This is an optimization exercise on Yosys and OpenROAD, whose aim is small area, not a production implementation.
At most, simulation tests tie the RTL to the original design; equivalence was not proved.
Only the layout flow was run in run 1; the RTL was not checked for function there.
Power is estimated from default activity; no workload was simulated.

==> flow/design.v (outline; a module is shown in full before it is edited, if it fits) <==
// module playrec: 773 lines
// module fa_cell: 3 lines
// module sel_dec: 7 lines
// module ha_cell: 3 lines
module playrec(
	input			CLOCK_50, reset,
	output reg	[21:0]	ram_addr,
	output	[15:0]	ram_data_in,
	output			ram_read, ram_write,
	input	[15:0]	ram_data_out,
	input			ram_valid, ram_waitrq,
	output	[15:0]	audio_out,
	input	[15:0]	audio_in,
	input			audio_out_allowed, audio_in_available,
	output			write_audio_out, read_audio_in,
	input			play, record, pause,
	input	[1:0]	speed,
	input [2:0] sel
);
  // ...
==> flow/run.sh <==
#!/bin/bash
# synth_recipe.tcl (not shown) runs the flow's synth.tcl, then flattens the netlist and writes it again
# the make line also repeats each setting of config.mk as NAME=value (left out here)
make -C /OpenROAD-flow-scripts/flow DESIGN_CONFIG=/design/flow/config.mk WORK_HOME=/design/flow/orfs CLKGATE_MAP_FILE= SYNTH_SCRIPT=/design/flow/synth_recipe.tcl finish
==> flow/config.mk <==
export PLATFORM = sky130hd
export DESIGN_NAME = playrec
export DESIGN_NICKNAME = playrec
export VERILOG_FILES = /design/flow/design.v
export SDC_FILE = /design/flow/constraint.sdc
export NUM_CORES = 4
export LEC_CHECK = 0
export CAP_MARGIN = 20
export CORE_MARGIN = 2
export CORE_UTILIZATION = 40
export SETUP_SLACK_MARGIN = 0.3
export SLEW_MARGIN = 20
export SYNTH_HIERARCHICAL = 1
export SYNTH_MINIMUM_KEEP_SIZE = 0
==> flow/constraint.sdc <==
create_clock -name core_clock -period 10.0 [get_ports {CLOCK_50}]
set_input_delay 2.0000 -clock core_clock [delete_from_list [all_inputs] [get_ports {CLOCK_50}]]
set_output_delay 2.0000 -clock core_clock [all_outputs]
set_load 0.01 [all_outputs]
==> notes.md, run 1 <==
- Pin count of the biggest net entering global routing: 28
- Fraction of area in registers: 0.180
- Status: finished clean
- Worst setup EP type: output pin
- CP max-delay cell: fa_2
- Crit path time final: 9.79 ns
- P_comb: 0.00419 W
- Clock share of power: 0.115
- Longest Clk Path Bufs: 2
- R2R depth: 26
- Syn_area_per_cell: 10.5 sq um
- LEAKAGE: 7.89 nW
- Slew HR: 0.376
- Power Sequential: 0.000681 W
- Num CTS Buffers: 17
- Launch point of the worst path: sel[1]
- Max reg flops: 22
- CP required: 8.00 ns
- DR iter-0 viols: 740
- Most Used Layer, Global Route: met2
- Internal power: 0.00325 W
- Final Cycle Share: 0.979
- Synthesized cell area: 0.0133 sq mm
- DR WL met2: ~19000 um
- Routed WL: 45300 um
- WP data arrival: 7.79 ns
- Crit start category: primary input
- Number of vias per cell: 5.51
- Comb_multi_in: 999
- Reg2reg end: ram_addr[21]
- Cts hold-fix bufs: 0
- Largest class: multi-input combinational cells
- Critical Path Stages: 24
- CP top delay family: adder cells
- Pre-CTS setup slack: -0.608 ns
- Post-Place Cells: 1923
- Clock Skews: 0.00593 ns
- Layout area overhead: 27.8%
==> inputs of run 2 (changes only) <==
--- a/flow/design.v
+++ b/flow/design.v
@@ -737,39 +737,31 @@
 			if(!pause)
 				if(play) st = st_pl_audio_wait;
 				else if(record) st = st_rc_audio_wait;
 				else st = st_start;
 		st_rc_audio_wait: if(audio_in_available) st = st_rc_ram_nextaddr;
 		st_rc_ram_nextaddr: st = st_rc_ram_wait;
 		st_rc_ram_wait: if(!ram_waitrq) st = st_input_check;
 		st_pl_audio_wait: if(audio_out_allowed) st = st_pl_ram_rd;
-		st_pl_ram_rd: if(!ram_waitrq && ram_valid) st = st_pl_ram_nextaddr;
+		st_pl_ram_rd: if(!ram_waitrq && ram_valid) st = st_pl_ram_nextaddr;  
 		st_pl_ram_nextaddr: st = st_input_check;
 	endcase
 end
 always @(posedge CLOCK_50)
 	if(reset) streg <= st_input_check;
 	else streg <= st;
-wire is_start = (streg == st_start);
-wire is_rcn = (streg == st_rc_ram_nextaddr);
-wire is_pln = (streg == st_pl_ram_nextaddr);
-wire [2:0] addr_inc = is_pln ? ({1'b0, speed} + 3'd1) : {2'b00, is_rcn};
-wire [3:0] addr_lo = {1'b0, ram_addr[2:0]} + {1'b0, addr_inc};
-wire [19:0] addr_cy;
-wire [21:0] addr_sum;
-assign addr_cy[0] = addr_lo[3];
-assign addr_sum[2:0] = addr_lo[2:0];
-genvar ai;
-generate for (ai = 3; ai < 22; ai = ai + 1) begin : g_inc
-	ha_cell u_inc (.a(ram_addr[ai]), .b(addr_cy[ai-3]), .s(addr_sum[ai]), .k(addr_cy[ai-2]));
-end endgenerate
 always @(posedge CLOCK_50)
-	if(reset || is_start) ram_addr <= 0;
-	else ram_addr <= addr_sum;
+	if(reset) ram_addr <= 0;
+	else
+		case(streg)
+			st_start: ram_addr <= 0;
+			st_rc_ram_nextaddr: ram_addr <= ram_addr + 1;
+			st_pl_ram_nextaddr: ram_addr <= ram_addr + 1 + speed;
+		endcase
 assign read_audio_in = (streg == st_rc_ram_nextaddr) || (streg == st_start && audio_in_available);
 assign write_audio_out = (st == st_pl_ram_nextaddr);
 assign audio_out = ram_data_out;
 assign ram_write = (streg == st_rc_ram_wait);
 assign ram_read = (streg == st_pl_ram_rd);
 endmodule
 module fa_cell(input a, input b, input c, output s, output k);
   assign {k, s} = a + b + c;
==> flow/config.mk (replaced) <==
export PLATFORM = sky130hd
export DESIGN_NAME = playrec
export DESIGN_NICKNAME = playrec
export VERILOG_FILES = /design/flow/design.v
export SDC_FILE = /design/flow/constraint.sdc
export NUM_CORES = 4
export LEC_CHECK = 0
export CAP_MARGIN = 20
export CORE_MARGIN = 2
export CORE_UTILIZATION = 40
export SLEW_MARGIN = 20
export SYNTH_HIERARCHICAL = 1
export SYNTH_MINIMUM_KEEP_SIZE = 0
==> run 2 against run 1 <==
The layout now fails its checks (negative setup slack). Cell area grew 7.0%. Routed wire length is 12% higher. Register-to-register slack better by 2.5 ns. Clock power up 18%. Utilization rose by 0.42 points. Clock-buffer cell count is 4 lower. Combinational power grew 9.5%. Global-route usage is 2.1 points higher. Critical path depth rose by 5. Fmax is 2.3% lower. Clock skew grew 0.0028 ns. Sequential share of layout area down 1.2 points. Largest power group unchanged.
==> notes.md, run 2 <==
- Pwr/cell area: around 330 mW/mm^2
- CTS Root Cell: clkbuf_16
- Slew HR: 0.354 (-0.0221)
- Worst setup EP type: output pin
- # setup viols final: 1
- Pre-CTS setup slack: -1.09 ns (-0.480 ns)
- # IOs: 104
- Synthesized cell area: 0.0142 sq mm (+6.3%)
- Worst-Margin Slew: 0.963 ns
- Cts hold-fix bufs: 0 (unchanged)
- Fin nets: 2051
- DRT Pass-1 Iters: 8
- Die Y: 192 um
- Vias in the first global route: 12800
- Max reg flops: 22 (unchanged)
- Die X-Extent: 192 um
- Syn_area_per_cell: 9.85 sq um (-5.9%)
- Remaining antenna violation count: 0
- CP max-delay cell: fa_2
- Vias: about 12000
- Critical Path Fanout Max: 3
- Crit path time final: 10.02 ns (+0.229 ns)
- GRT Total Usage: 0.284
- Max Cap Viol: 0
- Fin cells: 2170
- Max stage delay on crit path: slightly above 0.6 ns
- Clock slew at reported path FFs: 0.06 ns
- Crit start category: register
- CP top delay family: adder cells
- Die ar.: 0.0370 sq mm
- DR WL/cell: 23.4 um
- Final Cycle Share: 1.00 (+0.0229)
- Longest Clk Path Bufs: 2 (unchanged)
- Fin. Hold Viols: 0
- Clock Skews: 0.00875 ns (+0.00283 ns)
- Initial core utilization: 0.408
- YS warnings: 7
- Post-route DRC: 0
- Pin count of the biggest net entering global routing: 27 (-3.6%)
- Commonest non-fill, non-tap cells in the layout: 226 x buf_4, 172 x fa_1, 157 x nand2_1, 149 x dfxtp_1, 97 x ha_1
- Biggest register: ram_addr
- Critical path buffers and inverters: 3
- Number of vias per cell: 5.73 (+4.0%)
- Syn Nets: around 1800
- Final max-slew violation count: 0
- Slack of the critical path: -0.0170 ns
- DR iter-0 viols: 1246 (+68%)
- Syn Inst Count: 1439
- Worst vdd ir: 0.000368 V
- First-pass GRT wire length: 76900 um
- Gr ovfl total: 0
- HPWL after DPL: 40300 um
- PortBufs: 71
- RSZ-0062 raised after global routing: true
- Clock Latency Late Sink: 0.46 ns
- Routability cong.: 0.956
- LEAKAGE: 8.20 nW (+4.0%)
- Setup_tns: -0.0170 ns
- R2R depth: 8 (-69%)
- Critical Path Stages: 29 (+21%)
- Crit-path most repeated cell: fa_2
- SO Viols: negative setup slack
- # H-tree levels: 4
- Fmax: 0.0998 GHz
- Clk sinks: between 150 and 200
- Site row count: 68
- Hold crit path type: reg -> reg
- Hold slack: 0.354 ns
- Layout area overhead: 28.6%
- Layout cell share with drive strength beyond 1: 0.250
- Initial antenna violation count: 0
- Setup slack, reg-to-reg: 7.29 ns
- Routed WL: 50700 um (+12%)
- Status: failed layout checks
- Num CTS Buffers: 17 (unchanged)
- WS Path Type: reg -> out
- TritonCTS clock tree: yes
- WP data arrival: 8.02 ns (+0.23 ns)
- Post-Place Cells: 2111 (+9.8%)
- Core Region: 0.0347 sq mm
- CP required: 8.00 ns (about the same)
- Final Power: 0.00602 W
- Commonest non-fill, non-tap cell in the layout: buf_4
- Hold-critical path depth: 0
-- run 2: cell count changes in the layout (fill, tap and decap cells not counted), moves of 9 or more --
cell and delta:
ha_1 -20, fa_1 +20, a21oi_1 +15, a21o_1 -9
and2_1 -17, o21ai_1 +10, nand2_1 +33, fa_2 -20
o21ai_0 +12, nor2_1 +19, buf_4 +28, nand3_1 +9
-- run 2: what timing repair did --
action                     in CTS  in global routing
pin swaps                      54                 46
setup buffers                  15                 12
gates resized for setup       122                 56
setup endpoints to repair      15                 14
cloned                          1                  0
-- run 2: layout make-up --
class | instances | area (sq um)
timing repair buffer | 316 | 2680
multi-input combinational | 1144 | 11000
clock inverter | 13 | 215
antenna | 1 | 2.50
sequential | 153 | 3070
fill | 3128 | 16500
clock buffer | 19 | 453
tap | 455 | 569
inverter | 69 | 265
-- run 2: layer usage --
layer,track usage,wire (um),share of wire
met1,0.381,21300,0.42
met4,0.0890,1690,0.033
met2,0.438,22600,0.45
met5,0,0,0
met3,0.0875,5130,0.10
-- run 2: report_power, final --
group	internal, W	switching, W	leakage, nW
Combinational	0.00228	0.00230	6.59
Sequential	0.000640	0.0000404	1.28
Clock	0.000459	0.000294	0.324
-- run 2: through the flow --
step	util	area, sq um
2_1_floorplan	-	14200
3_3_place_gp	0.487	16900
3_5_place_dp	0.487	16900
4_1_cts	0.519	18000
5_1_grt	0.525	18200
6_report	0.525	18200
-- run 2: path summary, 6_finish.rpt --
check | startpoint | to
min reg2reg | x5[13] | x6[13]
max reg2reg | ram_addr[0] | ram_addr[21]
max | x3[0] | ram_data_in[15]
min | x5[13] | x6[13]

-- port drivers added, routing unchanged --
In the flow no input, the clock included, has a driving cell. The finished layouts below were timed again as built, in two steps. Step 1 (the two cells are an assumption about what drives the block):
set clk [get_ports {CLOCK_50}]
set_driving_cell -lib_cell sky130_fd_sc_hd__clkbuf_16 $clk
set_driving_cell -lib_cell sky130_fd_sc_hd__buf_2 [delete_from_list [all_inputs] $clk]
Step 2 also shifts input and output timing later by t, the mid clock arrival at the registers, as if the neighbouring blocks saw the same clock. Slacks: no drivers / after step 1 / after step 2; pairs: no drivers / after step 1.
| run | t (ns) | slack for setup (ns) | worst slew at a driven data input, ns |
|---|---|---|---|
| run 1 | 0.467 | 0.212 / 0.175 / 0.187 | 0.07 |
| run 2 | 0.504 | -0.017 / -0.069 / 0.056 | 0.08 |
For run 1, which loses most, drivers alone change the setup slack by -0.037 ns; drivers and shift together by -0.025 ns.
